What follows belongs to an exercise in optimizing a design on an open flow for small area; a production flow would make more cautious choices.
Only simulation tests tie the RTL to the original design; equivalence was not proved.
Power is estimated from default activity; no workload was simulated.

File: design.v
`timescale 1ns / 1ps
`timescale 1ns / 1ps
 `timescale 1ns / 1ps
package cpu_core_pkg;
localparam int RSIZE  = 32 ;   
localparam int ISIZE  = 32 ;   
localparam [6:0] OP_LUI     = 7'b011_0111 ;   
localparam [6:0] OP_AUIPC   = 7'b001_0111 ;   
localparam [6:0] OP_JAL     = 7'b110_1111 ;   
localparam [6:0] OP_JALR    = 7'b110_0111 ;   
localparam [6:0] OP_BRANCH  = 7'b110_0011 ;   
localparam [6:0] OP_LOAD    = 7'b000_0011 ;   
localparam [6:0] OP_STORE   = 7'b010_0011 ;   
localparam [6:0] OP_ALU     = 7'b011_0011 ;   
localparam [6:0] OP_ALUI    = 7'b001_0011 ;   
localparam [2:0] F3_ADDX  = 3'b000 ;
localparam [2:0] F3_SUB   = 3'b000 ;
localparam [2:0] F3_SLTX  = 3'b010 ;
localparam [2:0] F3_SLTUX = 3'b011 ;
localparam [2:0] F3_XORX  = 3'b100 ;
localparam [2:0] F3_ORX   = 3'b110 ;
localparam [2:0] F3_ANDX  = 3'b111 ;
localparam [2:0] F3_SLLX  = 3'b001 ;
localparam [2:0] F3_SRXX  = 3'b101 ;
localparam [2:0] F3_JALR = 3'b000 ;
localparam [2:0] F3_BEQ  = 3'b000 ;
localparam [2:0] F3_BNE  = 3'b001 ;
localparam [2:0] F3_BLT  = 3'b100 ;
localparam [2:0] F3_BGE  = 3'b101 ;  
localparam [2:0] F3_BLTU = 3'b110 ;
localparam [2:0] F3_BGEU = 3'b111 ;
localparam [2:0] F3_LB   = 3'b000 ;
localparam [2:0] F3_LH   = 3'b001 ;
localparam [2:0] F3_LW   = 3'b010 ;
localparam [2:0] F3_LBU  = 3'b100 ;
localparam [2:0] F3_LHU  = 3'b101 ;
localparam [2:0] F3_SB   = 3'b000 ;
localparam [2:0] F3_SH   = 3'b001 ;
localparam [2:0] F3_SW   = 3'b010 ;
localparam [1:0] BYTE    = 2'b00 ;
localparam [1:0] HWORD   = 2'b01 ;
localparam [1:0] WORD    = 2'b10 ;
localparam [3:0] ALU_ADD  = 4'b0000 ;
localparam [3:0] ALU_SUB  = 4'b0001 ;
localparam [3:0] ALU_SLT  = 4'b0100 ;
localparam [3:0] ALU_SLTU = 4'b0110 ;
localparam [3:0] ALU_XOR  = 4'b1000 ;
localparam [3:0] ALU_OR   = 4'b1100 ;
localparam [3:0] ALU_AND  = 4'b1110 ;
localparam [3:0] ALU_SLL  = 4'b0010 ;
localparam [3:0] ALU_SRL  = 4'b1010 ;
localparam [3:0] ALU_SRA  = 4'b1011 ;
localparam [3:0] ALU_ILLG = 4'b1111 ;   
endpackage
 `timescale 1ns / 1ps
module exec_unit #(parameter  PC_INIT = 32'h0000_0000 )(
    input  logic              clock_i,
    input  logic              nreset_i,
    input  logic [32-1:0]  reg_file_rs0_i,
    input  logic [32-1:0]  reg_file_rs1_i,
    output logic              du_stall_o,
    input  logic              du_bubble_i,
    input  logic [32-1:0]  du_pc_i,
    input  logic [4:0]        du_rs0_i,
    input  logic [4:0]        du_rs1_i,
    input  logic [4:0]        du_rdt_i,
    input  logic [6:0]        du_opcode_i,
    input  logic [3:0]        du_alu_opcode_i,
    input  logic [2:0]        du_func3_i,
    input  logic              du_is_R_type_i,
    input  logic              du_is_I_type_i,
    input  logic              du_is_S_type_i,
    input  logic              du_is_B_type_i,
    input  logic              du_is_U_type_i,
    input  logic [11:0]       du_immI_i,
    input  logic [11:0]       du_immS_i,
    input  logic [19:0]       du_immU_i,
    input  logic              mem_stall_i,
    output logic [32-1:0]  xu_alu_result_o,
    output logic              xu_alu_bubble_o,
    output logic [4:0]        xu_rdt_addr_o,
    output logic              xu_is_mem_op_o,
    output logic              xu_bubble_o,
    output logic [32-1:0]  mem_addr_o,
    output logic              mem_cmd_o,
    output logic [32-1:0]  mem_data_o,
    output logic [1:0]        mem_size_o
);
logic [31:0] alu_result_rg, mem_addr_rg, mem_data_rg;
logic        run;
assign run = ~mem_stall_i;
logic        alu_bubble_rg, lsu_bubble_rg, mem_cmd_rg;
logic [1:0]  mem_size_rg;
logic [4:0]  rdt_rg;
logic rs0_hit, rs1_hit, src_eq, interlock, bub;
assign rs0_hit = (du_rs0_i == rdt_rg);
assign rs1_hit = (du_rs1_i == rdt_rg);
always_comb begin
    case ({du_is_R_type_i, du_is_I_type_i, du_is_S_type_i, du_is_B_type_i})
        4'b1000, 4'b0010, 4'b0001: src_eq = rs0_hit | rs1_hit;
        4'b0100:                   src_eq = rs0_hit;
        default:                   src_eq = 1'b0;
    endcase
end
assign interlock = ~lsu_bubble_rg & ~mem_cmd_rg & src_eq & (|rdt_rg);
assign bub       = du_bubble_i | interlock;
assign du_stall_o     = (mem_stall_i & ~du_bubble_i) | interlock;
assign xu_bubble_o    = (alu_bubble_rg & lsu_bubble_rg) | mem_stall_i;
assign xu_is_mem_op_o = ~lsu_bubble_rg;
logic [31:0] op1, op2;
always_comb begin
    case ({du_is_I_type_i, du_is_R_type_i, du_is_U_type_i})
        3'b010:  begin op1 = reg_file_rs0_i; op2 = reg_file_rs1_i; end
        3'b100:  begin op1 = reg_file_rs0_i; op2 = {{20{du_immI_i[11]}}, du_immI_i}; end
        3'b001:  begin op1 = (du_opcode_i == 7'h37) ? 32'h0 : du_pc_i; op2 = {du_immU_i, 12'h000}; end
        default: begin op1 = 32'h0; op2 = 32'h0; end
    endcase
end
logic [3:0]  aop;
logic        legal, inv, lt;
logic [31:0] op2x, sum, shin, shr, res;
logic [32:0] sum33;
assign aop   = du_alu_opcode_i;
assign legal = ~aop[0] | (~aop[2] & (aop[1] == aop[3]));
assign inv   = ~aop[3] & (aop[0] | aop[2]);
assign op2x  = op2 ^ {32{inv}};
logic [31:0] ap, ag, pp, gg;
assign ap = op1 ^ op2x;
assign ag = op1 & op2x;
always_comb begin
    pp = ap;
    gg = ag;
    gg[0] = ag[0] | (ap[0] & inv);
    for (int l = 1; l <= 5; l++)
        for (int j = (1 << l) - 1; j < 32; j += (1 << l)) begin
            gg[j] = gg[j] | (pp[j] & gg[j - (1 << (l-1))]);
            pp[j] = pp[j] & pp[j - (1 << (l-1))];
        end
    for (int l = 5; l > 0; l--)
        for (int j = (1 << l) + (1 << (l-1)) - 1; j < 32; j += (1 << l)) begin
            gg[j] = gg[j] | (pp[j] & gg[j - (1 << (l-1))]);
            pp[j] = pp[j] & pp[j - (1 << (l-1))];
        end
end
assign sum33 = {gg[31], ap ^ {gg[30:0], inv}};
assign sum   = sum33[31:0];
assign lt    = aop[1] ? ~sum33[32] : ((op1[31] ^ op2[31]) ? op1[31] : sum[31]);
always_comb begin
    for (int i = 0; i < 32; i++) shin[i] = aop[3] ? op1[i] : op1[31-i];
end
logic fill;
logic [31:0] s1, s2, s3, s4;
assign fill = aop[0] & op1[31];
assign s1  = op2[0] ? {fill, shin[31:1]} : shin;
assign s2  = op2[1] ? {{2{fill}}, s1[31:2]} : s1;
assign s3  = op2[2] ? {{4{fill}}, s2[31:4]} : s2;
assign s4  = op2[3] ? {{8{fill}}, s3[31:8]} : s3;
assign shr = op2[4] ? {{16{fill}}, s4[31:16]} : s4;
logic en_sum, en_lt, en_sll, en_sr, en_x, en_o, en_a;
logic [31:0] lp, lg, shl;
assign en_sum = legal & ~aop[3] & ~aop[2] & ~aop[1];
assign en_lt  = legal & ~aop[3] &  aop[2];
assign en_sll = legal & ~aop[3] & ~aop[2] &  aop[1];
assign en_sr  = legal &  aop[3] & ~aop[2] &  aop[1];
assign en_x   = legal &  aop[3] & ~aop[2] & ~aop[1];
assign en_o   = legal &  aop[3] &  aop[2] & ~aop[1];
assign en_a   = legal &  aop[3] &  aop[2] &  aop[1];
assign lp = ap;
assign lg = ag;
always_comb for (int i = 0; i < 32; i++) shl[i] = shr[31-i];
assign res = ({32{en_x | en_o}} & lp) | ({32{en_a | en_o}} & lg)
           | ({32{en_sum}} & sum) | ({32{en_sr}} & shr) | ({32{en_sll}} & shl)
           | {31'h0, en_lt & lt};
logic [31:0] res_next;
assign res_next = ({32{run & (en_x | en_o)}} & lp) | ({32{run & (en_a | en_o)}} & lg)
                | ({32{run & en_sum}} & sum) | ({32{run & en_sr}} & shr) | ({32{run & en_sll}} & shl)
                | {31'h0, run & en_lt & lt} | ({32{mem_stall_i}} & alu_result_rg);
logic        store, load;
logic [11:0] imm;
logic [31:0] addr, sdata;
logic [1:0]  off;
assign store = du_is_S_type_i;
assign load  = (du_opcode_i == 7'h03);
assign imm   = store ? du_immS_i : du_immI_i;
logic [12:0] alo;
logic [19:0] ahi_q, ahi_run;
logic        ahi_t;
assign alo     = {1'b0, reg_file_rs0_i[11:0]} + {1'b0, imm};
assign ahi_t   = alo[12] ^ imm[11];
assign ahi_q   = reg_file_rs0_i[31:12] ^ {20{imm[11]}};
always_comb begin
    ahi_run[0] = 1'b1;
    for (int i = 1; i < 20; i++) ahi_run[i] = ahi_run[i-1] & ahi_q[i-1];
end
assign addr = {reg_file_rs0_i[31:12] ^ ({20{ahi_t}} & ahi_run), alo[11:0]};
assign off   = addr[1:0];
logic       sel_w;
logic [3:0] sel_b, sel_h;
assign sel_w = store & du_func3_i[1];
always_comb begin
    for (int k = 0; k < 4; k++) begin
        sel_b[k] = store & ~du_func3_i[1] & (off == k[1:0]);
        sel_h[k] = store & ~du_func3_i[1] & du_func3_i[0] & (k != 0) & (off == k[1:0] - 2'd1);
    end
end
always_comb begin
    for (int k = 0; k < 4; k++)
        sdata[8*k +: 8] = ({8{run & sel_w}} & reg_file_rs1_i[8*k +: 8])
                        | ({8{run & sel_b[k]}} & reg_file_rs1_i[7:0])
                        | ({8{run & sel_h[k]}} & reg_file_rs1_i[15:8])
                        | ({8{mem_stall_i}} & mem_data_rg[8*k +: 8]);
end
always_ff @(posedge clock_i or negedge nreset_i) begin
    if (!nreset_i) begin
        alu_result_rg <= 32'h0;
        mem_data_rg   <= 32'h0;
    end else begin
        alu_result_rg <= res_next;
        mem_data_rg   <= sdata;
    end
end
always_ff @(posedge clock_i or negedge nreset_i) begin
    if (!nreset_i) begin
        alu_bubble_rg <= 1'b1;
        lsu_bubble_rg <= 1'b1;
        mem_addr_rg   <= 32'h0;
        mem_cmd_rg    <= 1'b0;
        mem_size_rg   <= 2'b00;
        rdt_rg        <= 5'h0;
    end else if (!mem_stall_i) begin
        alu_bubble_rg <= ~legal | bub;
        lsu_bubble_rg <= (load | store) ? bub : 1'b1;
        mem_addr_rg   <= addr;
        mem_cmd_rg    <= store;
        mem_size_rg   <= du_func3_i[1:0];
        rdt_rg        <= du_rdt_i;
    end
end
assign xu_alu_result_o = alu_result_rg;
assign xu_alu_bubble_o = alu_bubble_rg;
assign xu_rdt_addr_o   = rdt_rg;
assign mem_addr_o      = mem_addr_rg;
assign mem_cmd_o       = mem_cmd_rg;
assign mem_data_o      = mem_data_rg;
assign mem_size_o      = mem_size_rg;
endmodule
File: flow/run.sh
#!/bin/bash
# Own layout flow:
#  1. the standard synthesis (synth_recipe.tcl) run through flow/synth.tcl,
#     which only swaps ORFS's delay-oriented ABC script for the area-oriented
#     flow/abc_area.script; adders use Yosys's default Brent-Kung carry
#     lookahead (no Kogge-Stone extra map) and no full/half-adder cells.
#  2. the standard layout (standard.sh) for every later step, with the
#     port buffers made of buf_1 cells (later repair may resize them).
set -euo pipefail
W=$(pwd)
export FLOW_WORK=$W
make -C "$FLOW_HOME" DESIGN_CONFIG="$W/config.mk" WORK_HOME="$W/orfs" CLKGATE_MAP_FILE= \
  SYNTH_SCRIPT="$W/flow/synth.tcl" SYNTH_OPERATIONS_ARGS=-booth ADDER_MAP_FILE= \
  synth > "$W/synth.log" 2>&1
bash standard.sh "BUFFER_PORTS_ARGS=-buffer_cell sky130_fd_sc_hd__buf_1" finish > "$W/layout.log" 2>&1
File: flow/abc_area.script
strash
&get -n
&nf -F 8 -A 4 -C 32 -p
&put
File: flow/synth.tcl
# The standard synthesis (synth_recipe.tcl, unchanged), with one difference:
# ABC maps the logic with flow/abc_area.script, an area-oriented script, in
# place of ORFS's delay-oriented one. Registers, their names and cell types
# are made by the same steps as in the standard synthesis.
set own_abc_script [file join [file dirname [file normalize [info script]]] abc_area.script]
proc abc {args} {
  set i [lsearch -exact $args -script]
  if {$i >= 0} { lset args [expr {$i + 1}] $::own_abc_script }
  yosys abc {*}$args
}
source [file join $::env(FLOW_WORK) synth_recipe.tcl]
File: standard.sh
#!/bin/bash
# synth_recipe.tcl (not shown) runs the flow's synth.tcl, then flattens the netlist and writes it again
# the make line also repeats each setting of config.mk as NAME=value (left out here)
make -C /OpenROAD-flow-scripts/flow DESIGN_CONFIG=/design/flow/config.mk WORK_HOME=/design/flow/orfs CLKGATE_MAP_FILE= SYNTH_SCRIPT=/design/flow/synth_recipe.tcl "${@:-finish}"
File: config.mk
export PLATFORM = sky130hd
export DESIGN_NAME = exec_unit
export DESIGN_NICKNAME = exec_unit
export VERILOG_FILES = /design/flow/design.v
export SDC_FILE = /design/flow/constraint.sdc
export NUM_CORES = 4
export LEC_CHECK = 0
export CAP_MARGIN = 20
export CORE_MARGIN = 2
export CORE_UTILIZATION = 40
export GPL_TIMING_DRIVEN = 0
export PLACE_DENSITY = 0.65
export SLEW_MARGIN = 20
File: constraint.sdc
create_clock -name core_clock -period 8.0 [get_ports {clock_i}]
set_input_delay 1.6000 -clock core_clock [delete_from_list [all_inputs] [get_ports {clock_i}]]
set_output_delay 1.6000 -clock core_clock [all_outputs]
set_load 0.01 [all_outputs]
==> summary.txt, run 1 <==
critical path launch point type primary input; Fin. Hold Viols 0; DR iter-0 viols 1205; # clock sinks 106; vias in the first global route 10475; clk slew on worst S/H paths 0.09 ns; Mapped Area 9900 sq um; Post-CTS Setup Inserts 0; status finished clean; top post-synthesis cells by count 214 x nand2_1, 123 x mux2i_1, 121 x xnor2_1, 104 x dfrtp_1, 98 x o21ai_0; Max-cap violations 0; Syn. warnings 1; row cnt 57; Post-synth EDFFs 0; ys async rst share 1.00; CTS-repair resized insts 0; Distinct cells, synth 47; Max Fanout on Critical Path 19; critical path class in2reg; period utilization 0.911; worst hold path type reg2reg; Max Fclk 0.137 GHz; Clock Path Buffers 2; CP Data Arrival Time 7.52 ns; RSZ-0062 raised after global routing no; Syn Area/Cell 8.52 sq um; maximum vdd ir drop 0.0915 mV; clk_skew 0.00156 ns; Seq/Total Area, Yosys 0.268; largest net degree at the start of global routing 44; Die H 161 microns; Root Driver clkbuf_16; ys flop type dfrtp_1; post-synth top area share 0.263; routed len/inst 21.6 microns; GPL Wtd Cong 0.951; initial antenna violation count 0; Final ANT Viol Nets 0; Post-route DRC 0; final setup TNS 0 ns; most common cell in the netlist nand2_1; fillers 2434; final setup margin 0.709 ns; Ant. Diodes 0; Pwr per Cell Area 159 nW/um^2; worst skew pair latency 0.36 ns; Worst setup EP type register; port bufs 284; Die ar. 26000 sq um; Mapped Nets 1340; Initial Utilization 0.407; r2r setup slk 6.15 ns; Post-Route WL 39300 microns; P&R area growth vs syn 24.1%; ranking of synthesized cells by area dfrtp_1 26%, mux2i_1 12%, xnor2_1 11%; detailed-route via count 11059; layout cells sized above 1 0.0534; CTS buffer count 9; dpl ws 0.548 ns; worst-margin pin slew 1.15 ns; Via density 6.07; grt ovf 0; Worst EP required 8.23 ns; Total Routing Usage GR 0.295; TritonRoute pass-1 iters 6; core area 24300 sq um; CTS tree built; number of I/O pins 286; global-route wire length before repair 59800 microns; Leak 5.03 nW; fin nets 1670; Final setup viols 0; Max-slew headroom 0.230; CTS Hold Bufs 0; H-tree levels 3; Die Wd 161 microns; FF+latch count, synth 106; Synth area leader dfrtp_1; Slew Viols, Final 0; dpl hpwl 31200 microns; Period minus WS final 7.29 ns; Syn Inst Count 1162
==> per-stage QoR <==
step | std cells | power (mW) | util | hold WS [ns] | cell area (sq um)
2_1_floorplan | 1162 | 1.15 | - | 0.504 | 9920
3_3_place_gp | 1770 | 1.43 | 0.468 | 0.455 | 11400
3_5_place_dp | 1805 | 1.46 | 0.492 | 0.458 | 12000
4_1_cts | 1821 | 1.95 | 0.505 | 0.479 | 12300
5_1_grt | 1821 | 2.06 | 0.505 | 0.496 | 12300
6_report | 1821 | 1.96 | 0.505 | 0.476 | 12300
==> metal layers <==
metal  routed length [microns]  vias up  GRT usage
li1                          -     5133          -
met1                     16600     5283      0.388
met2                     17600      528      0.464
met3                      3250      115     0.0614
met4                      1880        0      0.136
met5                         0        -          0
==> layout make-up <==
| type | count | area (sq um) | share of cell area |
|---|---|---|---|
| multi-input cells | 1042 | 7340 | 0.597 |
| flip-flops and latches | 106 | 2660 | 0.216 |
| repair buffers | 319 | 1520 | 0.124 |
| well taps | 324 | 405 | 0.0330 |
| clock buffers | 9 | 225 | 0.0183 |
| clock inverters | 7 | 86.3 | 0.00703 |
| inverters | 14 | 52.6 | 0.00428 |
==> where the power goes <==
part | switching [mW] | total [mW] | internal, mW | leakage [nW]
Clock | 0.242 | 0.492 | 0.250 | 0.154
Combinational | 0.508 | 0.817 | 0.309 | 3.53
Sequential | 0.0419 | 0.647 | 0.605 | 1.36
==> worst paths after layout <==
check | start | endpoint | cells past startpoint
setup / recovery | du_is_I_type_i | alu_result_rg[0]$_DFF_PN0_ | 18
hold / removal | mem_data_rg[4]$_DFF_PN0_ | mem_data_rg[4]$_DFF_PN0_ | 2
setup reg to reg | rdt_rg[3]$_DFFE_PN0N_ | alu_bubble_rg$_DFFE_PN1N_ | 8
hold reg to reg | mem_data_rg[4]$_DFF_PN0_ | mem_data_rg[4]$_DFF_PN0_ | 2
max in group asynchronous | nreset_i | mem_data_rg[31]$_DFF_PN0_ | 3
min in group asynchronous | nreset_i | rdt_rg[2]$_DFFE_PN0N_ | 1
==> cells by family (layout without fill, tap and decap cells) <==
kind of cell               after synthesis  count (layout)  synth area share
AOI/OAI and AO/OA                      352             352             0.259
xor gates and xnor gates               170             170             0.150
adders and majority gates                3               3           0.00303
buffers and inverters                   14             349           0.00531
DFF                                    106             106             0.268
muxes                                  135             135             0.138
and+or+nand+nor                        382             382             0.176
==> flip-flops by register name (all words and copies together), names as in the netlist <==
register       flops
rdt_rg             5
mem_size_rg        2
alu_bubble_rg      1
mem_addr_rg       32
lsu_bubble_rg      1
mem_data_rg       32
mem_cmd_rg         1
alu_result_rg     32
==> critical path, stage by stage <==
cell       delay, ns
buf_1           0.34
nor3b_4         0.78
buf_6           0.29
or2_1           0.44
a32o_1          0.38
o21ai_0         0.19
o21ai_0         0.46
a31o_1          0.35
a31o_1          0.41
a41oi_1         0.29
o31a_1          0.42
o21ai_0         0.39
a21oi_1         0.18
o21bai_1        0.19
xor2_1          0.11
maj3_1          0.37
o211ai_1        0.16
o2111ai_1       0.13
==> layout by cell type, fill, tap and decap left out, types with 11 or more instances in the layout <==
cell type    n
a21oi_1     59
a221o_1     35
a221oi_1    14
a222oi_1    48
a32o_1      32
buf_1      279
buf_2       11
buf_6       15
clkinv_1    14
dfrtp_1    104
mux2_1      12
mux2i_1    122
nand2_1    214
nand2b_1    16
nand4_1     12
nor2_1      53
nor2b_1     24
o21ai_0     98
o22ai_1     11
xnor2_1    120
xor2_1      49
==> inputs of run 2 (changes only) <==
--- a/design.v
+++ b/design.v
@@ -118,7 +118,7 @@
 end
 logic [3:0]  aop;
 logic        legal, inv, lt;
-logic [31:0] op2x, sum, shin, shr, res;
+logic [31:0] op2x, sum, shin;
 logic [32:0] sum33;
 assign aop   = du_alu_opcode_i;
 assign legal = ~aop[0] | (~aop[2] & (aop[1] == aop[3]));
@@ -155,9 +155,8 @@
 assign s2  = op2[1] ? {{2{fill}}, s1[31:2]} : s1;
 assign s3  = op2[2] ? {{4{fill}}, s2[31:4]} : s2;
 assign s4  = op2[3] ? {{8{fill}}, s3[31:8]} : s3;
-assign shr = op2[4] ? {{16{fill}}, s4[31:16]} : s4;
 logic en_sum, en_lt, en_sll, en_sr, en_x, en_o, en_a;
-logic [31:0] lp, lg, shl;
+logic [31:0] lp, lg;
 assign en_sum = legal & ~aop[3] & ~aop[2] & ~aop[1];
 assign en_lt  = legal & ~aop[3] &  aop[2];
 assign en_sll = legal & ~aop[3] & ~aop[2] &  aop[1];
@@ -167,13 +166,22 @@
 assign en_a   = legal &  aop[3] &  aop[2] &  aop[1];
 assign lp = ap;
 assign lg = ag;
-always_comb for (int i = 0; i < 32; i++) shl[i] = shr[31-i];
-assign res = ({32{en_x | en_o}} & lp) | ({32{en_a | en_o}} & lg)
-           | ({32{en_sum}} & sum) | ({32{en_sr}} & shr) | ({32{en_sll}} & shl)
-           | {31'h0, en_lt & lt};
+logic        e_sr_hi, e_sr_lo, e_sll_hi, e_sll_lo;
+logic [31:0] shift_term;
+assign e_sr_hi  = run & en_sr  &  op2[4];
+assign e_sr_lo  = run & en_sr  & ~op2[4];
+assign e_sll_hi = run & en_sll &  op2[4];
+assign e_sll_lo = run & en_sll & ~op2[4];
+always_comb begin
+    for (int i = 0; i < 32; i++) begin
+        shift_term[i] = (e_sr_lo & s4[i]) | (e_sll_lo & s4[31-i])
+                      | (e_sr_hi & ((i < 16) ? s4[(i+16) % 32] : fill))
+                      | (e_sll_hi & ((i >= 16) ? s4[(47-i) % 32] : 1'b0));
+    end
+end
 logic [31:0] res_next;
 assign res_next = ({32{run & (en_x | en_o)}} & lp) | ({32{run & (en_a | en_o)}} & lg)
-                | ({32{run & en_sum}} & sum) | ({32{run & en_sr}} & shr) | ({32{run & en_sll}} & shl)
+                | ({32{run & en_sum}} & sum) | shift_term
                 | {31'h0, run & en_lt & lt} | ({32{mem_stall_i}} & alu_result_rg);
 logic        store, load;
 logic [11:0] imm;
--- a/flow/run.sh
+++ b/flow/run.sh
@@ -1,11 +1,13 @@
 #!/bin/bash
 # Own layout flow:
 #  1. the standard synthesis (synth_recipe.tcl) run through flow/synth.tcl,
-#     which only swaps ORFS's delay-oriented ABC script for the area-oriented
+#     which only swaps ORFS's delay-oriented ABC script for
 #     flow/abc_area.script; adders use Yosys's default Brent-Kung carry
 #     lookahead (no Kogge-Stone extra map) and no full/half-adder cells.
 #  2. the standard layout (standard.sh) for every later step, with the
 #     port buffers made of buf_1 cells (later repair may resize them).
+# Each tool's output goes to its own log in the work folder (synth.log,
+# layout.log); ORFS's per-step logs are under orfs/logs/.
 set -euo pipefail
 W=$(pwd)
 export FLOW_WORK=$W
==> flow/synth.tcl (replaced) <==
# The standard synthesis (synth_recipe.tcl, unchanged), with one difference:
# ABC maps the logic with flow/abc_area.script in place of ORFS's
# delay-oriented script. That script maps the AIG as the RTL structures it
# (no rewriting), with extra area-recovery rounds, so the RTL's Brent-Kung
# carry trees survive while the rest is mapped for area. Registers, their
# names and cell types are made by the same steps as in the standard synthesis.
set own_abc_script [file join [file dirname [file normalize [info script]]] abc_area.script]
proc abc {args} {
  set i [lsearch -exact $args -script]
  if {$i >= 0} { lset args [expr {$i + 1}] $::own_abc_script }
  yosys abc {*}$args
}
source [file join $::env(FLOW_WORK) synth_recipe.tcl]
==> run 2 against run 1 <==
First-iteration DRC count up 9.0%; core utilization up 0.051 points; critical path depth down 1; sequential power about the same; die area down 0.19%; total power down 2.7%; hold slack better by 0.0023 ns; via count down 1.0%; synthesized cell count down 1.5%; sequential share of layout area about the same; cell count down 0.99%; worst setup slack worse by 0.12 ns; critical path type unchanged; critical endpoint unchanged; largest cell class unchanged.
==> summary.txt, run 2 <==
status finished clean (unchanged); Max-cap violations 0 (unchanged); Worst EP required 8.21 ns (was 8.23 ns); number of I/O pins 286 (unchanged); final setup margin 0.591 ns (was 0.709 ns); Ant. Diodes 0 (unchanged); Total Routing Usage GR 0.295 (about the same); CTS buffer count 9 (unchanged); Syn. warnings 1 (unchanged); Slew Viols, Final 0 (unchanged); Fin. Hold Viols 0 (unchanged); routed len/inst 21.6 microns (about the same); global-route wire length before repair 59600 microns (was 59800 microns); TritonRoute pass-1 iters 10 (was 6); Period minus WS final 7.41 ns (was 7.29 ns); row cnt 57 (unchanged); Synth area leader dfrtp_1 (unchanged); clk_skew 0.00421 ns (was 0.00156 ns); fillers 2406 (was 2434); largest net degree at the start of global routing 40 (was 44); # clock sinks 106 (unchanged); Via density 6.07 (about the same); worst skew pair latency 0.37 ns (was 0.36 ns); r2r setup slk 6.16 ns (was 6.15 ns); critical path class in2reg (unchanged); Seq/Total Area, Yosys 0.269 (was 0.268); dpl ws 0.383 ns (was 0.548 ns); Buf+Inv Stages, Crit Path 1 (was 2); Register Area 2660 sq um (unchanged); fin nets 1652 (was 1670); layout cells sized above 1 0.0521 (was 0.0534); CTS-repair resized insts 0 (unchanged); Mapped Nets 1323 (was 1340); Die ar. 26000 sq um (about the same); Post-route DRC 0 (unchanged); Die H 161 microns (about the same); worst hold path type reg2reg (unchanged); commonest non-fill, non-tap cell in the layout buf_1 (unchanged); Post-synth EDFFs 0 (unchanged); final core utilization 0.506 (was 0.505); worst-margin pin slew 1.11 ns (was 1.15 ns); CP Data Arrival Time 7.62 ns (was 7.52 ns); H-tree levels 3 (unchanged); Critical Path Most Common Cell o21ai_0 (unchanged); clk slew on worst S/H paths 0.09 ns (about the same); CTS tree built (unchanged); dpl hpwl 30900 microns (was 31200 microns); Post-Route WL 38900 microns (was 39300 microns); Die Wd 161 microns (about the same); largest stage delay on the critical path 0.88 ns (was 0.78 ns); top post-synthesis cells by count 181 x nand2_1, 122 x mux2i_1, 117 x xnor2_1, 104 x dfrtp_1, 93 x o21ai_0 (was 214 x nand2_1, 123 x mux2i_1, 121 x xnor2_1, 104 x dfrtp_1, 98 x o21ai_0); reg2reg path depth 8 (unchanged); Pwr per Cell Area 155 nW/um^2 (was 159 nW/um^2); CTS Hold Bufs 0 (unchanged); RSZ-0062 raised after global routing no (unchanged); initial antenna violation count 0 (unchanged); Leak 4.91 nW (was 5.03 nW); P&R area growth vs syn 24.5% (was 24.1%); Post-CTS Setup Inserts 0 (unchanged); GPL Wtd Cong 0.925 (was 0.951); most common cell in the netlist nand2_1 (unchanged); maximum vdd ir drop 0.136 mV (was 0.0915 mV); ys flop type dfrtp_1 (unchanged); critical path launch point type primary input (unchanged); Mapped Area 9880 sq um (was 9900 sq um); Syn Area/Cell 8.63 sq um (was 8.52 sq um); detailed-route via count 10945 (was 11059); cell depth of the worst setup path 17 (was 18); grt ovf 0 (unchanged); worst path cell trace buf_1, nor3b_4, or2_1, a32o_1, xnor2_1, o21ai_0, a221o_1, a41o_1, a311oi_1, o31a_1, o21ai_0, a21oi_1, o21bai_1, xor2_1, maj3_1, o211ai_1, nand3_1 (was buf_1, nor3b_4, buf_6, or2_1, a32o_1, o21ai_0, o21ai_0, a31o_1, a31o_1, a41oi_1, o31a_1, o21ai_0, a21oi_1, o21bai_1, xor2_1, maj3_1, o211ai_1, o2111ai_1); Clock Path Buffers 2 (unchanged); Max Fanout on Critical Path 15 (was 19); DR iter-0 viols 1314 (was 1205); ys async rst share 1.00 (unchanged); worst hold path depth 2 (unchanged); core area 24300 sq um (unchanged); period utilization 0.926 (was 0.911); Distinct cells, synth 49 (was 47); Root Driver clkbuf_16 (unchanged); slowest CP cell a311oi_1 (was nor3b_4); vias in the first global route 10258 (was 10475); largest registers alu_result_rg (32), mem_addr_rg (32), mem_data_rg (32) (unchanged); Syn Inst Count 1145 (was 1162); Final setup viols 0 (unchanged); port bufs 284 (unchanged); Final ANT Viol Nets 0 (unchanged); FF+latch count, synth 106 (unchanged); post-synth top area share 0.263 (about the same); Max-slew headroom 0.254 (was 0.230); Max Fclk 0.135 GHz (was 0.137 GHz); CP top delay family compound AO/OA/AOI/OAI gates (unchanged); Worst setup EP type register (unchanged); ranking of synthesized cells by area dfrtp_1 26%, mux2i_1 12%, xnor2_1 10% (was dfrtp_1 26%, mux2i_1 12%, xnor2_1 11%); area of the multi-input gates 7270 sq um (was 7340 sq um); commonest cells after routing, fill and taps aside 279 x buf_1, 181 x nand2_1, 121 x mux2i_1 (was 279 x buf_1, 214 x nand2_1, 122 x mux2i_1); Initial Utilization 0.406 (was 0.407)
run 2: power breakdown:
| part | switching, mW | total (mW) | internal [mW] |
|---|---|---|---|
| combinational | 0.488 | 0.787 | 0.298 |
| clock | 0.248 | 0.470 | 0.222 |
| sequential | 0.0426 | 0.647 | 0.605 |
| total | 0.779 | 1.90 | 1.12 |
run 2: kinds of logic after synthesis:
logic type	synth area share
simple gates	0.163
buf+inv	0.00912
flops	0.269
fa+ha+maj	0.00507
xor+xnor	0.151
compound gates	0.257
mux	0.146
run 2: metal layers:
layer  track usage  part of all wire  vias up
met2         0.470              0.45      549
met1         0.397              0.42     5246
met4         0.110             0.034        0
met5             0                 0        -
li1              -                 -     5075
met3        0.0586             0.089       75
run 2: layout make-up:
class,instances,area share
multi-input cells,1015,0.591
flip-flops and latches,106,0.216
repair buffers,318,0.128
well taps,324,0.0330
clock buffers,9,0.0183
inverters,24,0.00733
clock inverters,7,0.00580
run 2: worst paths after layout:
| kind | start | endpoint |
|---|---|---|
| max | du_is_I_type_i | alu_result_rg[0]$_DFF_PN0_ |
| max in group asynchronous | nreset_i | alu_result_rg[20]$_DFF_PN0_ |
| min reg2reg | mem_data_rg[0]$_DFF_PN0_ | mem_data_rg[0]$_DFF_PN0_ |
| min in group asynchronous | nreset_i | rdt_rg[4]$_DFFE_PN0N_ |
| max reg2reg | rdt_rg[3]$_DFFE_PN0N_ | lsu_bubble_rg$_DFFE_PN1N_ |
| min | mem_data_rg[0]$_DFF_PN0_ | mem_data_rg[0]$_DFF_PN0_ |
run 2: stage by stage:
stage	std cells	hold WS, ns	instance area [sq um]	total power, mW	setup TNS, ns
floorplan	1145	0.504	9900	1.12	0
global placement	1753	0.454	11400	1.39	-191.87
detailed placement	1787	0.459	12000	1.43	0
CTS	1803	0.478	12300	1.90	0
global route	1803	0.500	12300	2.01	0
finish	1803	0.479	12300	1.90	0
run 2: worst register-to-register path, stage by stage (launching register included):
cell and delay [ns]:
dfrtp_1 0.45, xnor2_1 0.20, nand4_1 0.14, o22ai_1 0.18, a22oi_1 0.10, nor4_1 0.34
nor2_1 0.11, a21oi_1 0.18, a21o_1 0.10
==> inputs of run 3 (changes only) <==
--- a/config.mk
+++ b/config.mk
@@ -8,6 +8,7 @@
 export CAP_MARGIN = 20
 export CORE_MARGIN = 2
 export CORE_UTILIZATION = 40
+export CTS_CLUSTER_SIZE = 20
 export GPL_TIMING_DRIVEN = 0
 export PLACE_DENSITY = 0.65
 export SLEW_MARGIN = 20
==> run 3 against run 2 <==
Still clean; sequential share of layout area stayed put; worst setup slack stayed put; sequential cell count is the same; register-to-register slack about the same; global-route usage is the same; largest cell class unchanged; largest power group unchanged.
==> summary.txt, run 3 <==
status finished clean (unchanged); Worst setup EP type register (unchanged); post-synth top area share 0.263 (unchanged); area post-placement 12000 sq um (unchanged); Critical Path Most Common Cell o21ai_0 (unchanged); Post-synth EDFFs 0 (unchanged); vias in the first global route 10258 (unchanged); port bufs 284 (unchanged); P&R area growth vs syn 24.5% (unchanged); grt met2 use 0.470 (unchanged); Logic pwr share 0.413 (about the same); period utilization 0.926 (unchanged); Via density 6.07 (unchanged); Die Wd 161 microns (unchanged); layout cells sized above 1 0.0521 (unchanged); Worst EP required 8.21 ns (about the same); Fin. Hold Viols 0 (unchanged); Post-Route WL 38900 microns (unchanged); worst hold path type reg2reg (unchanged); Synth Area in Simple Gates 0.163 (unchanged); detailed-route via count 10945 (unchanged); TritonRoute pass-1 iters 10 (unchanged); ys async rst share 1.00 (unchanged); routed len/inst 21.6 microns (unchanged); H-tree levels 3 (unchanged); Synth Area in Compound Gates 0.257 (unchanged); critical path launch point type primary input (unchanged); fraction of synthesized area in multiplexers 0.146 (unchanged); largest net degree at the start of global routing 40 (unchanged); Sequential Power Share 0.340 (about the same); GPL Wtd Cong 0.925 (unchanged); Leak 4.91 nW (unchanged); dpl ws 0.383 ns (unchanged); CP Data Arrival Time 7.62 ns (about the same); worst path cell trace buf_1, nor3b_4, or2_1, a32o_1, xnor2_1, o21ai_0, a221o_1, a41o_1, a311oi_1, o31a_1, o21ai_0, a21oi_1, o21bai_1, xor2_1, maj3_1, o211ai_1, nand3_1 (unchanged); final setup margin 0.591 ns (unchanged); part of the power in the clock network 0.247 (about the same); CTS-repair resized insts 0 (unchanged); Worst Hold Launch mem_data_rg[0]$_DFF_PN0_ (unchanged); maximum vdd ir drop 0.136 mV (unchanged); Post-route DRC 0 (unchanged); commonest cells after routing, fill and taps aside 279 x buf_1, 181 x nand2_1, 121 x mux2i_1 (unchanged); dpl hpwl 30900 microns (unchanged); global-route wire length before repair 59600 microns (unchanged); Post-Synth XOR/XNOR Area 0.151 (unchanged); Pwr per Cell Area 155 nW/um^2 (unchanged); Slew Viols, Final 0 (unchanged); Period minus WS final 7.41 ns (unchanged); CTS Hold Bufs 0 (unchanged); CTS buffer count 9 (unchanged); Design Area, Final 12300 sq um (unchanged); ranking of synthesized cells by area dfrtp_1 26%, mux2i_1 12%, xnor2_1 10% (unchanged); main combinational cell family by area after synthesis compound AO/OA/AOI/OAI gates (unchanged); DR iter-0 viols 1314 (unchanged); Max-slew headroom 0.254 (unchanged); core area 24300 sq um (unchanged); row cnt 57 (unchanged); dpl cells 1787 (unchanged); Clock Path Buffers 2 (unchanged); largest registers alu_result_rg (32), mem_addr_rg (32), mem_data_rg (32) (unchanged); reg-to-reg critical path endpoint lsu_bubble_rg$_DFFE_PN1N_ (unchanged); global route hottest layer met2 (unchanged); adder-cell share of the synthesized area 0.00507 (unchanged); Max Fanout on Critical Path 15 (unchanged); Mapped Area 9880 sq um (unchanged); switching pwr 0.779 mW (unchanged); Syn Area/Cell 8.63 sq um (unchanged); RSZ-0062 raised after global routing no (unchanged); number of I/O pins 286 (unchanged); Synth area leader dfrtp_1 (unchanged); # clock sinks 106 (unchanged); Root Driver clkbuf_16 (unchanged); GR Util met1 0.397 (unchanged); largest stage delay on the critical path 0.88 ns (about the same); Syn. warnings 1 (unchanged); Non-Filler Instances 1803 (unchanged); r2r setup slk 6.16 ns (about the same); Final setup viols 0 (unchanged); initial antenna violation count 0 (unchanged); Die H 161 microns (unchanged); fin nets 1652 (unchanged); reg2reg path depth 8 (unchanged); CTS tree built (unchanged); top post-synthesis cells by count 181 x nand2_1, 122 x mux2i_1, 117 x xnor2_1, 104 x dfrtp_1, 93 x o21ai_0 (unchanged); internal power 1.12 mW (unchanged); worst-margin pin slew 1.11 ns (unchanged); met3 Use GR 0.0586 (unchanged); slowest CP cell a311oi_1 (unchanged); Initial Utilization 0.406 (unchanged); hold endpoint mem_data_rg[0]$_DFF_PN0_ (unchanged); commonest non-fill, non-tap cell in the layout buf_1 (unchanged); Post-CTS Setup Inserts 0 (unchanged); Seq/Total Area, Yosys 0.269 (unchanged); grt ovf 0 (unchanged); FF-to-FF Start rdt_rg[3]$_DFFE_PN0N_ (unchanged); Mapped Nets 1323 (unchanged); FF+latch count, synth 106 (unchanged); worst hold path depth 2 (unchanged); power consumption 1.90 mW (unchanged); Distinct cells, synth 49 (unchanged); Max-cap violations 0 (unchanged); Syn Inst Count 1145 (unchanged); clk slew on worst S/H paths 0.09 ns (about the same); sw frac 0.409 (unchanged); Die ar. 26000 sq um (unchanged); clk_skew 0.00421 ns (unchanged); Total Routing Usage GR 0.295 (unchanged); final setup TNS 0 ns (unchanged); Final ANT Viol Nets 0 (unchanged); worst skew pair latency 0.37 ns (about the same); Ant. Diodes 0 (unchanged); most common cell in the netlist nand2_1 (unchanged); Max Fclk 0.135 GHz (unchanged); ys flop type dfrtp_1 (unchanged); critical path class in2reg (unchanged)
## run 3: cell counts after synthesis
No cell type changed its count.
## run 3: metrics by stage
| stage | util | hold WS [ns] |
|---|---|---|
| 3_5_place_dp | 0.493 | 0.459 |
| 5_1_grt | 0.506 | 0.500 |
| 4_1_cts | 0.505 | 0.478 |
| 3_3_place_gp | 0.467 | 0.454 |
| 2_1_floorplan | - | 0.504 |
| 6_report | 0.506 | 0.479 |
## run 3: layout make-up
cell class	count	area, sq um
repair buffers	318	1580
inverters	24	90.1
flip-flops and latches	106	2660
well taps	324	405
fillers	2406	12000
clock inverters	7	71.3
multi-input cells	1015	7270
clock buffers	9	225
## run 3: logic make-up after synthesis
kind of cell / count (synthesis)
xor+xnor: 170
flops: 106
mux: 142
buf+inv: 24
fa+ha+maj: 5
compound gates: 347
simple gates: 351
## run 3: power by group through the flow
stage          clock network [mW]  logic, mW  registers (mW)
2_1_floorplan                   0      0.440           0.685
3_3_place_gp                    0      0.734           0.657
3_5_place_dp                    0      0.769           0.658
4_1_cts                     0.477      0.774           0.647
5_1_grt                     0.500      0.853           0.655
6_report                    0.470      0.787           0.647
## run 3: worst max-delay path: cells and delay by family
family          cells  cell delay, ns
buf+inv             1            0.34
simple gates        3            1.46
compound gates     10            3.40
fa+ha+maj           1            0.36
xor+xnor            2            0.41
## run 3: how the worst max path moves through the flow
stage | from | to | slack, ns
2_1_floorplan | du_is_I_type_i | alu_result_rg[0]$_DFF_PN0_ | 0.22
3_3_place_gp | mem_stall_i | alu_result_rg[6]$_DFF_PN0_ | -4.18
3_5_place_dp | du_is_I_type_i | alu_result_rg[0]$_DFF_PN0_ | 0.38
4_1_cts | du_is_I_type_i | alu_result_rg[0]$_DFF_PN0_ | 0.75
5_1_grt | du_is_I_type_i | alu_result_rg[0]$_DFF_PN0_ | 0.26
6_report | du_is_I_type_i | alu_result_rg[0]$_DFF_PN0_ | 0.59
## run 3: routing by layer
layer  part of all wire  vias up
li1                   -     5075
met1               0.42     5246
met2               0.45      549
met3              0.089       75
met4              0.034        0
met5                  0        -
==> inputs of run 4 (changes only) <==
==> flow/abc_area.script (replaced) <==
strash
&get -n
&fraig -x
&put
dc2
strash
&get -n
&dch -f
&nf -p -R 10
&put
--- a/config.mk
+++ b/config.mk
@@ -8,7 +8,6 @@
 export CAP_MARGIN = 20
 export CORE_MARGIN = 2
 export CORE_UTILIZATION = 40
-export CTS_CLUSTER_SIZE = 20
 export GPL_TIMING_DRIVEN = 0
 export PLACE_DENSITY = 0.65
 export SLEW_MARGIN = 20
==> run 4 against run 3 <==
Still clean; hold slack better by 0.0051 ns; non-clock buffer count grew 10; design area decreased by 1.9%; critical path depth grew 13; count of clock-buffer cells in the layout did not move; core utilization grew 1.1 points; global-route usage up 1.7 points; largest power group unchanged; highest routed layer unchanged.
==> summary.txt, run 4 <==
Worst setup EP type register (unchanged); Max Fanout on Critical Path 11 (was 15); Logic pwr share 0.401 (was 0.413); ys async rst share 1.00 (unchanged); reg2reg path depth 8 (unchanged); critical path launch point type primary input (unchanged); Period minus WS final 7.74 ns (was 7.41 ns); dpl hpwl 30600 microns (was 30900 microns); sw frac 0.420 (was 0.409); port bufs 284 (unchanged); core area 23300 sq um (was 24300 sq um); Distinct cells, synth 56 (was 49); CTS buffer count 9 (unchanged); Post-synth EDFFs 0 (unchanged); vias in the first global route 10319 (was 10258); Slew Viols, Final 0 (unchanged); Final ANT Viol Nets 0 (unchanged); Via density 6.16 (was 6.07); ys flop type dfrtp_1 (unchanged); TritonRoute pass-1 iters 8 (was 10); Max-slew headroom 0.254 (about the same); Pwr per Cell Area 158 nW/um^2 (was 155 nW/um^2); fillers 2342 (was 2406); global-route wire length before repair 59100 microns (was 59600 microns); Initial Utilization 0.405 (was 0.406); Worst EP required 8.33 ns (was 8.21 ns); Syn Inst Count 1207 (was 1145); most common cell in the netlist nand2_1 (unchanged); area of the multi-input gates 6990 sq um (was 7270 sq um); Die H 158 microns (was 161 microns); Syn. warnings 1 (unchanged); # clock sinks 106 (unchanged); part of the power in the clock network 0.259 (was 0.247); FF+latch count, synth 106 (unchanged); Sequential Power Share 0.340 (about the same); CP Data Arrival Time 8.07 ns (was 7.62 ns); worst skew pair latency 0.38 ns (was 0.37 ns); DR iter-0 viols 1343 (was 1314); internal power 1.10 mW (was 1.12 mW); Root Driver clkbuf_16 (unchanged); slowest CP cell or2_1 (was a311oi_1); H-tree levels 3 (unchanged); initial antenna violation count 0 (unchanged); P&R area growth vs syn 27.7% (was 24.5%); Mapped Nets 1385 (was 1323); Post-Route WL 40300 microns (was 38900 microns); Die ar. 24900 sq um (was 26000 sq um); layout cells sized above 1 0.0741 (was 0.0521); Total Routing Usage GR 0.312 (was 0.295); power consumption 1.90 mW (about the same); largest stage delay on the critical path 0.49 ns (was 0.88 ns); Mapped Area 9450 sq um (was 9880 sq um); CTS Hold Bufs 0 (unchanged); fin nets 1725 (was 1652); Post-route DRC 0 (unchanged); Register Area 2660 sq um (unchanged); clk slew on worst S/H paths 0.10 ns (was 0.09 ns); post-synth top area share 0.276 (was 0.263); Clock Path Buffers 2 (unchanged); maximum vdd ir drop 0.0977 mV (was 0.136 mV); GPL Wtd Cong 0.916 (was 0.925); grt ovf 0 (unchanged); Synth area leader dfrtp_1 (unchanged); worst hold path depth 2 (unchanged); status finished clean (unchanged); Max-cap violations 0 (unchanged); Die Wd 158 microns (was 161 microns); critical path class in2reg (unchanged); row cnt 56 (was 57); period utilization 0.967 (was 0.926); Final setup viols 0 (unchanged); CTS tree built (unchanged); clk_skew 0.0114 ns (was 0.00421 ns); worst-margin pin slew 1.12 ns (was 1.11 ns); largest registers alu_result_rg (32), mem_addr_rg (32), mem_data_rg (32) (unchanged); Design Area, Final 12100 sq um (was 12300 sq um); routed len/inst 21.5 microns (was 21.6 microns); Syn Area/Cell 7.83 sq um (was 8.63 sq um); area post-placement 11400 sq um (was 12000 sq um); number of I/O pins 286 (unchanged); Ant. Diodes 0 (unchanged); Leak 4.70 nW (was 4.91 nW); commonest non-fill, non-tap cell in the layout buf_1 (unchanged); Seq/Total Area, Yosys 0.281 (was 0.269); switching pwr 0.797 mW (was 0.779 mW); commonest cells after routing, fill and taps aside 277 x buf_1, 186 x nand2_1, 139 x o21ai_0 (was 279 x buf_1, 181 x nand2_1, 121 x mux2i_1); largest net degree at the start of global routing 51 (was 40); Critical Path Most Common Cell a21oi_2 (was o21ai_0); ranking of synthesized cells by area dfrtp_1 28%, o21ai_0 7.7%, nand2_1 7.4% (was dfrtp_1 26%, mux2i_1 12%, xnor2_1 10%); detailed-route via count 11532 (was 10945); Fin. Hold Viols 0 (unchanged); top post-synthesis cells by count 186 x nand2_1, 145 x o21ai_0, 116 x nor2_1, 104 x dfrtp_1, 100 x a21oi_1 (was 181 x nand2_1, 122 x mux2i_1, 117 x xnor2_1, 104 x dfrtp_1, 93 x o21ai_0); Max Fclk 0.129 GHz (was 0.135 GHz); worst hold path type reg2reg (unchanged)
-- run 4: cell count changes after synthesis, moves of 15 or more --
cell | previous run | this run
o2111ai_1 | 28 | 0
a21oi_1 | 39 | 100
nor2_1 | 61 | 116
mux2i_1 | 122 | 35
xnor2_1 | 117 | 74
nand3_1 | 7 | 23
a221oi_1 | 15 | 42
a32oi_1 | 0 | 15
xor2_1 | 53 | 33
o21ai_0 | 93 | 145
-- run 4: metal layers --
layer | track usage | vias up | routed length, microns
met5 | 0 | - | 0
met4 | 0.129 | 0 | 1610
met3 | 0.0638 | 90 | 4080
met2 | 0.492 | 703 | 18100
met1 | 0.415 | 5447 | 16400
li1 | - | 5292 | -
-- run 4: what timing repair did --
action / 4_1_cts / 5_1_grt
pin swaps: 3 / 11
resized for setup: 18 / 27
endpoints found under the setup margin: 19 / 8
cloned: 0 / 1
buffers inserted: 13 / 8
-- run 4: power groups by stage --
stage	registers (mW)	clock network [mW]	logic (mW)
floorplan	0.678	0	0.397
CTS	0.645	0.497	0.724
finish	0.646	0.493	0.762
global placement	0.655	0	0.689
detailed placement	0.655	0	0.710
global route	0.653	0.522	0.823
-- run 4: logic make-up (layout without fill, tap and decap cells) --
logic type | Yosys count | in the layout | synth area share
AO/OA/AOI/OAI | 474 | 474 | 0.337
buffers and inverters | 34 | 378 | 0.0135
multiplexers | 50 | 50 | 0.0550
XOR/XNOR | 110 | 110 | 0.106
AND/OR/NAND/NOR | 429 | 430 | 0.203
adder cells (fa/ha/maj) | 4 | 4 | 0.00424
flip-flops | 106 | 106 | 0.281
-- run 4: worst paths after layout --
path,startpoint,end,slack (ns)
worst max-delay path,du_opcode_i[6],alu_result_rg[0]$_DFF_PN0_,0.26
min in group asynchronous,nreset_i,mem_data_rg[14]$_DFF_PN0_,1.23
worst min-delay path,mem_addr_rg[21]$_DFFE_PN0N_,mem_addr_rg[21]$_DFFE_PN0N_,0.48
max in group asynchronous,nreset_i,lsu_bubble_rg$_DFFE_PN1N_,5.86
worst max register to register,rdt_rg[3]$_DFFE_PN0N_,alu_bubble_rg$_DFFE_PN1N_,6.03
worst min register to register,mem_addr_rg[21]$_DFFE_PN0N_,mem_addr_rg[21]$_DFFE_PN0N_,0.48
-- run 4: area by class of cell --
class,count,area share
Multi-Input combinational cell,1068,0.579
Sequential cell,106,0.220
Timing Repair Buffer,328,0.130
Tap cell,319,0.0331
Clock buffer,9,0.0187
Inverter,34,0.0106
Clock inverter,7,0.00778
-- run 4: stage by stage --
stage | setup slack, ns | TNS, ns | instances | util | hold WS (ns)
after detailed placement | -1.91 | -21.65 | 1833 | 0.487 | 0.461
final | 0.261 | 0 | 1871 | 0.517 | 0.484
after CTS | -0.000461 | -0.000461 | 1862 | 0.507 | 0.484
after global placement | -2.81 | -169.11 | 1810 | 0.470 | 0.455
after floorplan | -0.318 | -0.604 | 1207 | - | 0.496
after global routing | -0.0246 | -0.0479 | 1871 | 0.517 | 0.507
-- run 4: worst max-delay path: cells and delay by family --
kind	cells	cell delay (ns)
compound gates	22	4.68
simple gates	4	1.03
xor+xnor	2	0.47
buf+inv	2	0.24
==> inputs of run 5 (changes only) <==
==> flow/abc_area.script (replaced) <==
strash
&get -n
&fraig -x
&put
dc2
strash
&get -n
&dch -f
&nf -p
&put
==> run 5 against run 4 <==
Still clean on timing, DRC and antenna; routed wire length rose by 3.2%; count of clock-buffer cells in the layout is 2 higher; global-route usage increased by 0.94 points; total power increased by 1.2%; first-iteration DRC count rose by 12%; largest cell class unchanged.
==> summary.txt, run 5 <==
area of the multi-input gates 6950 sq um (was 6990 sq um); GPL Wtd Cong 0.970 (was 0.916); Max-slew headroom 0.307 (was 0.254); Worst Hold Launch mem_addr_rg[25]$_DFFE_PN0N_ (was mem_addr_rg[21]$_DFFE_PN0N_); CP startpoint du_alu_opcode_i[3] (was du_opcode_i[6]); ranking of synthesized cells by area dfrtp_1 28%, xnor2_1 7.4%, o21ai_0 7.1% (was dfrtp_1 28%, o21ai_0 7.7%, nand2_1 7.4%); top post-synthesis cells by count 174 x nand2_1, 134 x o21ai_0, 133 x nor2_1, 104 x dfrtp_1, 99 x a21oi_1 (was 186 x nand2_1, 145 x o21ai_0, 116 x nor2_1, 104 x dfrtp_1, 100 x a21oi_1); internal power 1.12 mW (was 1.10 mW); Ant. Diodes 0 (unchanged); Fin. Hold Viols 0 (unchanged); reg2reg path depth 8 (unchanged); Max Fanout on Critical Path 26 (was 11); grt ovf 0 (unchanged); fin nets 1711 (was 1725); largest net degree at the start of global routing 52 (was 51); Syn Inst Count 1195 (was 1207); FF-to-FF Start rdt_rg[3]$_DFFE_PN0N_ (unchanged); number of I/O pins 286 (unchanged); Max-cap violations 0 (unchanged); Syn. warnings 1 (unchanged); detailed-route via count 11449 (was 11532); cell depth of the worst setup path 28 (was 30); Synth area leader dfrtp_1 (unchanged); Post-Route WL 41600 microns (was 40300 microns); DR iter-0 viols 1501 (was 1343); H-tree levels 3 (unchanged); routed len/inst 22.4 microns (was 21.5 microns); GR Util met1 0.444 (was 0.415); Distinct cells, synth 56 (unchanged); maximum vdd ir drop 0.0950 mV (was 0.0977 mV); largest registers alu_result_rg (32), mem_addr_rg (32), mem_data_rg (32) (unchanged); final setup TNS 0 ns (unchanged); vias in the first global route 10361 (was 10319); Die Wd 157 microns (was 158 microns); dpl hpwl 30800 microns (was 30600 microns); met3 Use GR 0.0520 (was 0.0638); sw frac 0.416 (was 0.420); period utilization 0.968 (was 0.967); Design Area, Final 12000 sq um (was 12100 sq um); Worst setup EP type register (unchanged); clk_skew 0.00268 ns (was 0.0114 ns); Slew Viols, Final 0 (unchanged); largest stage delay on the critical path 0.42 ns (was 0.49 ns); core area 23300 sq um (about the same); Max Fclk 0.129 GHz (about the same); Mapped Nets 1373 (was 1385); layout cells sized above 1 0.0741 (about the same); Seq/Total Area, Yosys 0.282 (was 0.281); TritonRoute pass-1 iters 9 (was 8); Die H 157 microns (was 158 microns); most common cell in the netlist nand2_1 (unchanged); ys flop type dfrtp_1 (unchanged); switching pwr 0.799 mW (was 0.797 mW); row cnt 56 (unchanged); Mapped Area 9420 sq um (was 9450 sq um); P&R area growth vs syn 27.9% (was 27.7%); Period minus WS final 7.74 ns (about the same); fillers 2357 (was 2342); CTS buffer count 9 (unchanged); ys async rst share 1.00 (unchanged); commonest cells after routing, fill and taps aside 276 x buf_1, 173 x nand2_1, 131 x nor2_1, 131 x o21ai_0, 104 x dfrtp_1 (was 277 x buf_1, 186 x nand2_1, 139 x o21ai_0); Worst EP required 8.25 ns (was 8.33 ns); worst skew pair latency 0.38 ns (about the same); port bufs 284 (unchanged); Syn Area/Cell 7.88 sq um (was 7.83 sq um); Pwr per Cell Area 160 nW/um^2 (was 158 nW/um^2); Post-route DRC 0 (unchanged); Via density 6.17 (was 6.16); Final ANT Viol Nets 0 (unchanged); # clock sinks 106 (unchanged); CTS tree built (unchanged); CP Data Arrival Time 7.99 ns (was 8.07 ns); Clock Path Buffers 2 (unchanged); Initial Utilization 0.405 (about the same); Die ar. 24800 sq um (was 24900 sq um); critical path launch point type primary input (unchanged); clk slew on worst S/H paths 0.09 ns (was 0.10 ns); post-synth top area share 0.276 (about the same); slowest CP cell a311oi_2 (was or2_1); area post-placement 11400 sq um (about the same); global-route wire length before repair 60500 microns (was 59100 microns); Sequential Power Share 0.336 (was 0.340); initial antenna violation count 0 (unchanged); worst hold path depth 2 (unchanged); critical path class in2reg (unchanged); worst-margin pin slew 1.04 ns (was 1.12 ns); Total Routing Usage GR 0.321 (was 0.312); Root Driver clkbuf_16 (unchanged); CTS Hold Bufs 0 (unchanged); FF+latch count, synth 106 (unchanged); global route hottest layer met2 (unchanged); Register Area 2660 sq um (unchanged); Leak 4.66 nW (was 4.70 nW); status finished clean (unchanged); Final setup viols 0 (unchanged); grt met2 use 0.493 (was 0.492); part of the power in the clock network 0.259 (about the same); Post-synth EDFFs 0 (unchanged); CP top delay family compound AO/OA/AOI/OAI gates (unchanged); Buf+Inv Stages, Crit Path 2 (unchanged); Logic pwr share 0.405 (was 0.401); commonest non-fill, non-tap cell in the layout buf_1 (unchanged); worst hold path type reg2reg (unchanged)
## run 5: changes by cell type after synthesis, moves of 3 or more
cell      delta
nand2_1     -12
and2_0       -4
nand2b_1     -9
nor2_1      +17
nand3_1      -7
o22ai_1      -3
a31oi_1      +5
o31ai_1      -3
clkinv_1     -3
maj3_1       +3
o21bai_1     +4
nor2b_1      +3
xnor2_1      +6
o21ai_0     -11
## run 5: metrics by stage
stage	total power, mW	worst slack, ns	utilization	cells	hold slack (ns)
floorplan	1.08	-0.215	-	1195	0.496
global placement	1.36	-2.88	0.471	1798	0.456
detailed placement	1.38	-1.80	0.489	1822	0.461
CTS	1.89	-0.0173	0.509	1848	0.486
global route	2.01	-0.0143	0.518	1857	0.512
finish	1.92	0.259	0.518	1857	0.483
## run 5: path summary, 6_finish.rpt
kind                                               end  slack, ns
max                         alu_result_rg[0]$_DFF_PN0_       0.26
min                        mem_addr_rg[25]$_DFFE_PN0N_       0.48
max reg2reg                  alu_bubble_rg$_DFFE_PN1N_       5.95
min reg2reg                mem_addr_rg[25]$_DFFE_PN0N_       0.48
max in group asynchronous    lsu_bubble_rg$_DFFE_PN1N_       5.74
min in group asynchronous    mem_data_rg[14]$_DFF_PN0_       1.21
## run 5: cells by family after synthesis
| family | after synthesis | synth area share |
|---|---|---|
| adders and majority gates | 7 | 0.00744 |
| DFF | 106 | 0.282 |
| and+or+nand+nor | 416 | 0.194 |
| muxes | 49 | 0.0542 |
| AOI/OAI and AO/OA | 471 | 0.338 |
| xor gates and xnor gates | 115 | 0.111 |
| buffers and inverters | 31 | 0.0124 |
## run 5: final cells by class
class / instances / share of cell area
multi-input combinational: 1060 / 0.578
sequential: 106 / 0.221
timing repair buffer: 325 / 0.134
tap: 319 / 0.0331
clock buffer: 11 / 0.0210
inverter: 31 / 0.00966
clock inverter: 5 / 0.00426
## run 5: repair_timing
item / 4_1_cts / 5_1_grt
pin swaps: 3 / 10
hold endpoints to repair: 0 / 0
cloned: 1 / 2
buffers inserted: 9 / 6
endpoints found under the setup margin: 19 / 8
resized for setup: 24 / 26
## run 5: worst reg2reg max path, delay by kind of cell, from the launching register on
kind	cells	cell delay (ns)
compound gates	5	1.07
xor+xnor	1	0.17
flops	1	0.45
simple gates	2	0.28
## run 5: metal layers
metal | part of all wire | vias to the layer above
met5 | 0 | -
met4 | 0.043 | 0
met3 | 0.097 | 96
met2 | 0.44 | 643
met1 | 0.42 | 5445
li1 | - | 5265
## run 5: power groups by stage
| stage | clock network [mW] | logic [mW] | registers, mW |
|---|---|---|---|
| after global placement | 0 | 0.705 | 0.655 |
| after detailed placement | 0 | 0.728 | 0.655 |
| final | 0.498 | 0.779 | 0.645 |
| after global routing | 0.522 | 0.838 | 0.653 |
| after floorplan | 0 | 0.404 | 0.678 |
| after CTS | 0.500 | 0.744 | 0.645 |
==> inputs of run 6 (changes only) <==
==> flow/synth.tcl (replaced) <==
# The standard synthesis (synth_recipe.tcl, unchanged), with one difference:
# ABC maps the logic with flow/abc_area.script in place of ORFS's
# delay-oriented script: it rewrites the logic for area (dc2) and maps it with
# area recovery. Registers, their names and cell types are made by the same
# steps as in the standard synthesis.
set own_abc_script [file join [file dirname [file normalize [info script]]] abc_area.script]
proc abc {args} {
  set i [lsearch -exact $args -script]
  if {$i >= 0} { lset args [expr {$i + 1}] $::own_abc_script }
  yosys abc {*}$args
}
source [file join $::env(FLOW_WORK) synth_recipe.tcl]
==> run 6 against run 5 <==
Combinational power about the same; sequential power about the same; core utilization unchanged; first-iteration DRC count unchanged; design area unchanged; cell count unchanged; sequential cell count unchanged; worst setup slack unchanged.
==> summary.txt, run 6 <==
worst hold path depth 2 (unchanged); FF+latch count, synth 106 (unchanged); GPL Wtd Cong 0.970 (unchanged); Synth Area in Simple Gates 0.194 (unchanged); worst skew pair latency 0.38 ns (about the same); Seq/Total Area, Yosys 0.282 (unchanged); maximum vdd ir drop 0.0950 mV (unchanged); clk slew on worst S/H paths 0.09 ns (about the same); Max Fanout on Critical Path 26 (unchanged); Post-Synth XOR/XNOR Area 0.111 (unchanged); Sequential Power Share 0.336 (about the same); Post-synth EDFFs 0 (unchanged); CP top delay family compound AO/OA/AOI/OAI gates (unchanged); final setup margin 0.259 ns (unchanged); Non-Filler Instances 1857 (unchanged); worst-margin pin slew 1.04 ns (unchanged); largest registers alu_result_rg (32), mem_addr_rg (32), mem_data_rg (32) (unchanged); Slew Viols, Final 0 (unchanged); routed len/inst 22.4 microns (unchanged); internal power 1.12 mW (unchanged); Synth Area in Compound Gates 0.338 (unchanged); r2r setup slk 5.95 ns (about the same); dpl ws -1.80 ns (unchanged); post-synth top area share 0.276 (unchanged); Syn Area/Cell 7.88 sq um (unchanged); reg2reg path depth 8 (unchanged); CP Data Arrival Time 7.99 ns (about the same); Logic pwr share 0.405 (about the same); ranking of synthesized cells by area dfrtp_1 28%, xnor2_1 7.4%, o21ai_0 7.1% (unchanged); Root Driver clkbuf_16 (unchanged); dpl hpwl 30800 microns (unchanged); Post-route DRC 0 (unchanged); vias in the first global route 10361 (unchanged); largest net degree at the start of global routing 52 (unchanged); fraction of synthesized area in multiplexers 0.0542 (unchanged); most common cell in the netlist nand2_1 (unchanged); global-route wire length before repair 60500 microns (unchanged); DR iter-0 viols 1501 (unchanged); Mapped Nets 1373 (unchanged); Register Area 2660 sq um (unchanged); status finished clean (unchanged); CTS buffer count 9 (unchanged); adder-cell share of the synthesized area 0.00744 (unchanged); worst hold path type reg2reg (unchanged); critical path launch point type primary input (unchanged); ys async rst share 1.00 (unchanged); Pwr per Cell Area 160 nW/um^2 (unchanged); FF-to-FF Start rdt_rg[3]$_DFFE_PN0N_ (unchanged); fillers 2357 (unchanged); detailed-route via count 11449 (unchanged); reg-to-reg critical path endpoint alu_bubble_rg$_DFFE_PN1N_ (unchanged); Total Routing Usage GR 0.321 (unchanged); P&R area growth vs syn 27.9% (unchanged); commonest cells after routing, fill and taps aside 276 x buf_1, 173 x nand2_1, 131 x nor2_1, 131 x o21ai_0, 104 x dfrtp_1 (unchanged); dpl cells 1822 (unchanged); part of the power in the clock network 0.259 (about the same); core area 23300 sq um (unchanged); Fin. Hold Viols 0 (unchanged); Worst Hold Launch mem_addr_rg[25]$_DFFE_PN0N_ (unchanged); Synth area leader dfrtp_1 (unchanged); Worst setup EP type register (unchanged); initial antenna violation count 0 (unchanged); sw frac 0.416 (unchanged); Worst EP required 8.25 ns (about the same); Leak 4.66 nW (unchanged); fin nets 1711 (unchanged); layout cells sized above 1 0.0741 (unchanged); period utilization 0.968 (unchanged); power consumption 1.92 mW (unchanged); Post-Route WL 41600 microns (unchanged); Max-slew headroom 0.307 (unchanged); grt ovf 0 (unchanged); Syn. warnings 1 (unchanged); Via density 6.17 (unchanged); # clock sinks 106 (unchanged); CTS Hold Bufs 0 (unchanged); Max-cap violations 0 (unchanged); Final setup viols 0 (unchanged); CTS tree built (unchanged); main combinational cell family by area after synthesis compound AO/OA/AOI/OAI gates (unchanged); area of the multi-input gates 6950 sq um (unchanged); largest stage delay on the critical path 0.42 ns (about the same); Ant. Diodes 0 (unchanged); H-tree levels 3 (unchanged); final core utilization 0.518 (unchanged); Final ANT Viol Nets 0 (unchanged); row cnt 56 (unchanged); area post-placement 11400 sq um (unchanged); Mapped Area 9420 sq um (unchanged); Period minus WS final 7.74 ns (unchanged); slowest CP cell a311oi_2 (unchanged); Distinct cells, synth 56 (unchanged); Buf+Inv Stages, Crit Path 2 (unchanged); port bufs 284 (unchanged); Die ar. 24800 sq um (unchanged); top post-synthesis cells by count 174 x nand2_1, 134 x o21ai_0, 133 x nor2_1, 104 x dfrtp_1, 99 x a21oi_1 (unchanged); Clock Path Buffers 2 (unchanged); clk_skew 0.00268 ns (unchanged); Die Wd 157 microns (unchanged); TritonRoute pass-1 iters 9 (unchanged); hold endpoint mem_addr_rg[25]$_DFFE_PN0N_ (unchanged); commonest non-fill, non-tap cell in the layout buf_1 (unchanged); Die H 157 microns (unchanged); Max Fclk 0.129 GHz (unchanged); Initial Utilization 0.405 (unchanged); switching pwr 0.799 mW (unchanged); number of I/O pins 286 (unchanged); Design Area, Final 12000 sq um (unchanged); Syn Inst Count 1195 (unchanged); critical path class in2reg (unchanged); ys flop type dfrtp_1 (unchanged)
[run 6: area by class of cell]
class / instances / share of cell area
clock buffer: 11 / 0.0210
clock inverter: 5 / 0.00426
inverter: 31 / 0.00966
multi-input combinational: 1060 / 0.578
sequential: 106 / 0.221
tap: 319 / 0.0331
timing repair buffer: 325 / 0.134
[run 6: metal layers]
layer / track usage / vias to the layer above / wire, microns
li1: - / 5265 / -
met1: 0.444 / 5445 / 17300
met2: 0.493 / 643 / 18400
met3: 0.0520 / 96 / 4020
met4: 0.142 / 0 / 1770
met5: 0 / - / 0
[run 6: per-stage QoR]
step	hold WS, ns	TNS (ns)
final	0.483	0
after CTS	0.486	-0.0173
after global placement	0.456	-177.54
after floorplan	0.496	-0.348
after detailed placement	0.461	-22.32
after global routing	0.512	-0.0143
[run 6: cell families (layout without fill, tap and decap cells)]
logic type                 count (synthesis)  after routing
xor gates and xnor gates                 115            115
muxes                                     49             49
and+or+nand+nor                          416            416
buffers and inverters                     31            372
DFF                                      106            106
adders and majority gates                  7              7
AOI/OAI and AO/OA                        471            473
[run 6: worst max-delay path by stage]
| stage | slack (ns) | start | depth (start not counted) | to |
|---|---|---|---|---|
| after detailed placement | -1.80 | du_is_S_type_i | 27 | mem_addr_rg[31]$_DFFE_PN0N_ |
| final | 0.26 | du_alu_opcode_i[3] | 28 | alu_result_rg[0]$_DFF_PN0_ |
| after global routing | -0.01 | du_is_S_type_i | 27 | mem_addr_rg[31]$_DFFE_PN0N_ |
| after floorplan | -0.22 | du_is_I_type_i | 25 | alu_result_rg[0]$_DFF_PN0_ |
| after CTS | -0.02 | du_is_S_type_i | 27 | mem_addr_rg[31]$_DFFE_PN0N_ |
| after global placement | -2.88 | mem_stall_i | 10 | alu_result_rg[19]$_DFF_PN0_ |
[run 6: worst reg2reg max path, cell delays in order (launching register included)]
cell	delay [ns]
dfrtp_1	0.45
xor2_1	0.17
a2111oi_0	0.40
nand2_1	0.10
a21boi_0	0.13
a211oi_1	0.22
o21ai_0	0.15
nor2b_1	0.18
a31oi_1	0.17
[run 6: power by group through the flow]
stage | logic [mW] | clock network, mW | registers, mW
2_1_floorplan | 0.404 | 0 | 0.678
3_3_place_gp | 0.705 | 0 | 0.655
3_5_place_dp | 0.728 | 0 | 0.655
4_1_cts | 0.744 | 0.500 | 0.645
5_1_grt | 0.838 | 0.522 | 0.653
6_report | 0.779 | 0.498 | 0.645
[run 6: timing repair]
item                                    4_1_cts  5_1_grt
endpoints found under the setup margin       19        8
pin swaps                                     3       10
buffers inserted                              9        6
resized for setup                            24       26
hold endpoints to repair                      0        0
gates cloned                                  1        2

[what the ideal ports hide]
No port has a modelled driver above. Below, the same layouts with a new extraction and two added sets of constraints.
Step 1 sets driving cells, clkbuf_16 on the clock port and buf_2 on the other inputs (assumed; they add their load-dependent delay and slew).
Step 2 adds t to the input delays and takes it off the output delays; t is the mean of the earliest and latest rising clock arrival at the registers after step 1. Input paths then give back, and output paths get back, about the clock's delay inside the block.
a / b / c = no drivers / after step 1 / after step 2; a / b = the first two.
run	t (ns)	setup WS [ns]	worst setup path after step 2	latest minus earliest clock arrival (ns)
run 1	0.417	0.709 / 0.711 / 0.294	input to register	0.018 / 0.018
run 2	0.414	0.591 / 0.586 / 0.172	input to register	0.009 / 0.009
run 3	0.414	0.591 / 0.586 / 0.172	input to register	0.009 / 0.009
run 4	0.431	0.261 / 0.286 / -0.145	input to register	0.020 / 0.020
run 5	0.423	0.259 / 0.273 / -0.150	input to register	0.019 / 0.018
run 6	0.423	0.259 / 0.273 / -0.150	input to register	0.019 / 0.018
Met with ideal ports but missed after step 2: setup timing in run 4, run 5 and run 6.
